From an optimization exercise on the open Yosys and OpenROAD flow, aimed at a short achievable clock period and few clock cycles; shortcuts taken in it are not production practice.
Where RTL was checked, it was by simulation tests only, not by an equivalence proof against the original.
The clock input has no modelled driver; a real chip could not lean on it and would need a root buffer or a full tree.

== the baseline ==
Design mem_readout_top_2, start of the top module:
module mem_readout_top_2(
    input clk,
    input reset,
    input wire [2:0] BX,
    input [6:0] clk_cnt,
    input [2:0] BX_pipe,
    input [5:0] number_in1,
    output [5:0] read_add1,
    input [43:0] input_L1L2_1,
    input [5:0] number_in2,
    output [5:0] read_add2,
    input [43:0] input_L1L2_2,
    input [5:0] number_in3,
    output [5:0] read_add3,
    input [43:0] input_L1L2_3,
    input [5:0] number_in4,
    output [5:0] read_add4,
    input [43:0] input_L1L2_4,
    input [5:0] number_in5,
    output [5:0] read_add5,
    input [43:0] input_L3L4_1,
    input [5:0] number_in6,
    output [5:0] read_add6,
    input [43:0] input_L3L4_2,
    input [5:0] number_in7,
    output [5:0] read_add7,
    input [43:0] input_L3L4_3,
    input [5:0] number_in8,
    output [5:0] read_add8,
    input [43:0] input_L3L4_4,
    input [5:0] number_in9,
    output [5:0] read_add9,
    input [43:0] input_L5L6_1,
    input [5:0] number_in10,
    output [5:0] read_add10,
    input [43:0] input_L5L6_2,
    input [5:0] number_in11,
    output [5:0] read_add11,
    input [43:0] input_L5L6_3,
    input [5:0] number_in12,
    output [5:0] read_add12,
    input [43:0] input_L5L6_4,
    output reg [47:0] mem_dat_stream,
    output reg valid,
    output reg send_BX,
    output reg none
);
Size in the first run: roughly 740 I/O pins, about 17000 sq um of cells after synthesis.
==> module mem_readout_top_2, before the edit <==
module mem_readout_top_2(
    input clk,
    input reset,
    input wire [2:0] BX,
    input [6:0] clk_cnt,
    input [2:0] BX_pipe,
    input [5:0] number_in1,
    output [5:0] read_add1,
    input [43:0] input_L1L2_1,
    input [5:0] number_in2,
    output [5:0] read_add2,
    input [43:0] input_L1L2_2,
    input [5:0] number_in3,
    output [5:0] read_add3,
    input [43:0] input_L1L2_3,
    input [5:0] number_in4,
    output [5:0] read_add4,
    input [43:0] input_L1L2_4,
    input [5:0] number_in5,
    output [5:0] read_add5,
    input [43:0] input_L3L4_1,
    input [5:0] number_in6,
    output [5:0] read_add6,
    input [43:0] input_L3L4_2,
    input [5:0] number_in7,
    output [5:0] read_add7,
    input [43:0] input_L3L4_3,
    input [5:0] number_in8,
    output [5:0] read_add8,
    input [43:0] input_L3L4_4,
    input [5:0] number_in9,
    output [5:0] read_add9,
    input [43:0] input_L5L6_1,
    input [5:0] number_in10,
    output [5:0] read_add10,
    input [43:0] input_L5L6_2,
    input [5:0] number_in11,
    output [5:0] read_add11,
    input [43:0] input_L5L6_3,
    input [5:0] number_in12,
    output [5:0] read_add12,
    input [43:0] input_L5L6_4,
    output reg [47:0] mem_dat_stream,
    output reg valid,
    output reg send_BX,
    output reg none
);
wire [5:0] num [0:11];
assign num[0] = number_in1;   assign num[1] = number_in2;
assign num[2] = number_in3;   assign num[3] = number_in4;
assign num[4] = number_in5;   assign num[5] = number_in6;
assign num[6] = number_in7;   assign num[7] = number_in8;
assign num[8] = number_in9;   assign num[9] = number_in10;
assign num[10] = number_in11; assign num[11] = number_in12;
wire [43:0] dat [0:11];
assign dat[0] = input_L1L2_1;  assign dat[1] = input_L1L2_2;
assign dat[2] = input_L1L2_3;  assign dat[3] = input_L1L2_4;
assign dat[4] = input_L3L4_1;  assign dat[5] = input_L3L4_2;
assign dat[6] = input_L3L4_3;  assign dat[7] = input_L3L4_4;
assign dat[8] = input_L5L6_1;  assign dat[9] = input_L5L6_2;
assign dat[10] = input_L5L6_3; assign dat[11] = input_L5L6_4;
reg [5:0] addr [0:11];           
assign read_add1 = addr[0];   assign read_add2 = addr[1];
assign read_add3 = addr[2];   assign read_add4 = addr[3];
assign read_add5 = addr[4];   assign read_add6 = addr[5];
assign read_add7 = addr[6];   assign read_add8 = addr[7];
assign read_add9 = addr[8];   assign read_add10 = addr[9];
assign read_add11 = addr[10]; assign read_add12 = addr[11];
function [11:0] lowest;
    input [11:0] m;
    integer j;
    reg seen;
    begin
        seen = 1'b0;
        for (j = 0; j < 12; j = j + 1) begin
            lowest[j] = m[j] & ~seen;
            seen = seen | m[j];
        end
    end
endfunction
function [3:0] code;
    input [11:0] s;
    integer j;
    begin
        code = 4'd0;
        for (j = 0; j < 12; j = j + 1)
            code = code | ({4{s[j]}} & (j[3:0] + 4'd1));
    end
endfunction
reg [11:0] ne;                   
reg [11:0] one, two;             
reg [5:0]  nm2 [0:11];           
integer n;
always @(posedge clk) begin
    for (n = 0; n < 12; n = n + 1) begin
        ne[n]  <= |num[n];
        one[n] <= (num[n] == 6'd1);
        two[n] <= (num[n] == 6'd2);
        nm2[n] <= num[n] - 6'd2;
    end
end
reg        first;
reg [11:0] first_m, second_m;
reg [11:0] act;
reg [11:0] last;                 
reg [11:0] succ [0:11];
reg [11:0] nosucc;               
reg        busy;                 
wire [11:0] fst = lowest(ne);
wire [11:0] leave = act & last;
integer i, j;
reg [11:0] act_nxt;
reg [11:0] nosucc_nxt;
always @(*) begin
    for (j = 0; j < 12; j = j + 1) begin
        act_nxt[j] = act[j] & ~last[j];
        for (i = 0; i < j; i = i + 1)
            act_nxt[j] = act_nxt[j] | (leave[i] & succ[i][j]);
    end
end
reg [11:0] succ_nxt [0:11];
reg        seen;
always @(*) begin
    for (i = 0; i < 12; i = i + 1) begin
        seen = 1'b0;
        for (j = 0; j < 12; j = j + 1) begin
            succ_nxt[i][j] = (j > i) & ne[j] & ~seen;
            if (j > i) seen = seen | ne[j];
        end
        nosucc_nxt[i] = ~seen;
    end
end
always @(posedge clk) begin
    first  <= reset;
    nosucc <= nosucc_nxt;
    if (first) begin
        act  <= fst;
        busy <= |ne;
    end else begin
        act  <= act_nxt;
        busy <= busy & ~|(leave & nosucc);
    end
    for (n = 0; n < 12; n = n + 1) begin
        succ[n] <= succ_nxt[n];
        first_m[n]  <= reset & |num[n];
        second_m[n] <= ~reset & first_m[n];
        if (first_m[n])
            last[n] <= one[n] | two[n];
        else if (act[n])
            last[n] <= (addr[n] == nm2[n]);
        else if (second_m[n])
            last[n] <= one[n];
        if (reset)
            addr[n] <= 6'd0;
        else if (first_m[n])
            addr[n] <= 6'd1;
        else if (act[n])
            addr[n] <= addr[n] + 6'd1;
        else if (second_m[n])
            addr[n] <= 6'd0;
    end
end
reg [11:0] sel;                  
reg [3:0]  sel_code;             
reg [2:0]  hdr_bx;               
reg        dvalid;               
reg [43:0] mux;
integer k;
always @(*) begin
    mux = 44'd0;
    for (k = 0; k < 12; k = k + 1)
        mux = mux | ({44{sel[k]}} & dat[k]);
end
always @(posedge clk) begin
    sel      <= reset ? 12'd0 : first ? fst : act;
    sel_code <= reset ? 4'hF : first ? code(fst) : code(act);
    hdr_bx   <= reset ? BX : 3'd0;
    dvalid   <= ~reset & (first ? |ne : busy & ~|(act & one & second_m));
    mem_dat_stream <= {sel_code, mux[43:41] | hdr_bx, mux[40:0]};
    valid   <= ~reset & dvalid;
    send_BX <= ~reset & first;
    none    <= ~reset & (first ? ~|ne : ~busy);
end
endmodule
Settings: LEC_CHECK=0, ABC_CLOCK_PERIOD_IN_PS=1300, CAP_MARGIN=20, CORE_AREA=6 6 264 264, DIE_AREA=0 0 270 270, PLACE_DENSITY=0.6, SETUP_SLACK_MARGIN=2.0, SLEW_MARGIN=20; clock period 3.0 ns.
standard.sh (not shown) runs the stock make flow with config.mk's settings and CLKGATE_MAP_FILE= SYNTH_SCRIPT=/design/flow/synth_recipe.tcl, a recipe that flattens the netlist after the stock synthesis.
==> flow/flow/run.sh <==
#!/bin/bash
# Standard ORFS layout with four changes:
# - synthesis and the resizer do not use the slow 3- and 4-input OR and
#   4-input NOR cells (added to the platform's don't-use list);
# - the ports get plain buffers that the resizer may size freely (instead
#   of delay cells of a fixed footprint);
# - the output word's pins are kept together on the top edge
#   (flow/pre_io.tcl, hooked in before ORFS's pin placement);
# - the clock tree is built by flow/mytree.tcl, hooked in before ORFS's CTS
#   step.
# Tool output goes to standard.log.
DONT_USE="$(cat flow/dont_use.txt)"
bash standard.sh PRE_CTS_TCL="$PWD/flow/pre_cts.tcl" \
  PRE_IO_PLACEMENT_TCL="$PWD/flow/pre_io.tcl" \
  BUFFER_PORTS_ARGS="-buffer_cell sky130_fd_sc_hd__buf_4" \
  MATCH_CELL_FOOTPRINT=0 DONT_USE_CELLS="$DONT_USE" finish > standard.log 2>&1
Other scripts of this flow, unchanged in this note and not shown: flow/flow/dont_use.txt, flow/flow/mytree.tcl, flow/flow/pre_cts.tcl, flow/flow/pre_io.tcl
Testbench counts of the baseline, summed over its fixed seeds: cycles 29,813.
Edits applied to the flow inputs when going from the baseline to the candidate:
-- flow/design.v --
<<< the baseline, line 90
endfunction
reg [11:0] ne;                   
reg [11:0] one, two;             
reg [5:0]  nm2 [0:11];           
integer n;
always @(posedge clk) begin
    for (n = 0; n < 12; n = n + 1) begin
        ne[n]  <= |num[n];
        one[n] <= (num[n] == 6'd1);
        two[n] <= (num[n] == 6'd2);
>>> the candidate, line 90
endfunction
reg [11:0] ne;                   
reg [11:0] fst;                  
reg        any;                  
reg [11:0] one, two;             
reg [5:0]  nm2 [0:11];           
wire [11:0] ne_in;
genvar g;
generate
    for (g = 0; g < 12; g = g + 1) begin : g_ne
        assign ne_in[g] = |num[g];
    end
endgenerate
integer n;
always @(posedge clk) begin
    fst <= lowest(ne_in);
    any <= |ne_in;
    for (n = 0; n < 12; n = n + 1) begin
        ne[n]  <= ne_in[n];
        one[n] <= (num[n] == 6'd1);
        two[n] <= (num[n] == 6'd2);
<<< the baseline, line 108
reg [11:0] nosucc;               
reg        busy;                 
wire [11:0] fst = lowest(ne);
wire [11:0] leave = act & last;
integer i, j;
>>> the candidate, line 119
reg [11:0] nosucc;               
reg        busy;                 
wire [11:0] leave = act & last;
integer i, j;
<<< the baseline, line 137
    if (first) begin
        act  <= fst;
        busy <= |ne;
    end else begin
        act  <= act_nxt;
>>> the candidate, line 147
    if (first) begin
        act  <= fst;
        busy <= any;
    end else begin
        act  <= act_nxt;
<<< the baseline, line 177
    sel_code <= reset ? 4'hF : first ? code(fst) : code(act);
    hdr_bx   <= reset ? BX : 3'd0;
    dvalid   <= ~reset & (first ? |ne : busy & ~|(act & one & second_m));
    mem_dat_stream <= {sel_code, mux[43:41] | hdr_bx, mux[40:0]};
    valid   <= ~reset & dvalid;
    send_BX <= ~reset & first;
    none    <= ~reset & (first ? ~|ne : ~busy);
end
endmodule
>>> the candidate, line 187
    sel_code <= reset ? 4'hF : first ? code(fst) : code(act);
    hdr_bx   <= reset ? BX : 3'd0;
    dvalid   <= ~reset & (first ? any : busy & ~|(act & one & second_m));
    mem_dat_stream <= {sel_code, mux[43:41] | hdr_bx, mux[40:0]};
    valid   <= ~reset & dvalid;
    send_BX <= ~reset & first;
    none    <= ~reset & (first ? ~any : ~busy);
end
endmodule
Per the comparison of the candidate with the baseline, synthesized-area fraction occupied by and/or/nand/nor cells fell 0.25 points, finished layout cell area rose 4.0%, via count rose 239, core footprint about even, starting utilization of the core area rose 0.49 points.
Only the layout flow was run in the candidate; the RTL was not checked for function there. No run of this note takes its clock network from TritonCTS; it comes from the design's own scripts or RTL.

-- port drivers added, routing unchanged --
The results above use ideal ports. As a check the final layouts listed here were re-extracted and re-timed, cells and wires unchanged. Step 1 (the two cells are an assumption about what drives the block):
set clk [get_ports {clk}]
set_driving_cell -lib_cell sky130_fd_sc_hd__clkbuf_16 $clk
set_driving_cell -lib_cell sky130_fd_sc_hd__buf_2 [delete_from_list [all_inputs] $clk]
Step 2 moves the port delays by t, midway between the first and last clock arrival at a register: inputs arrive t later, outputs are due t later. That takes back most of the time a late clock gives input paths. Slacks: ideal / step 1 / step 2; pairs: ideal / step 1.
| run | t (ns) | slack for setup (ns) | worst setup path at the end | worst slew at a driven data input, ns |
|---|---|---|---|---|
| the baseline | 0.463 | 1.544 / 1.434 / 1.328 | input to register | 0.27 |
| the candidate | 0.461 | 1.466 / 1.417 / 1.215 | input to register | 0.31 |
After both steps every run listed still meets setup and hold. The setup slack of the candidate, which loses most, moves by -0.049 ns with the drivers and by -0.251 ns with both steps.
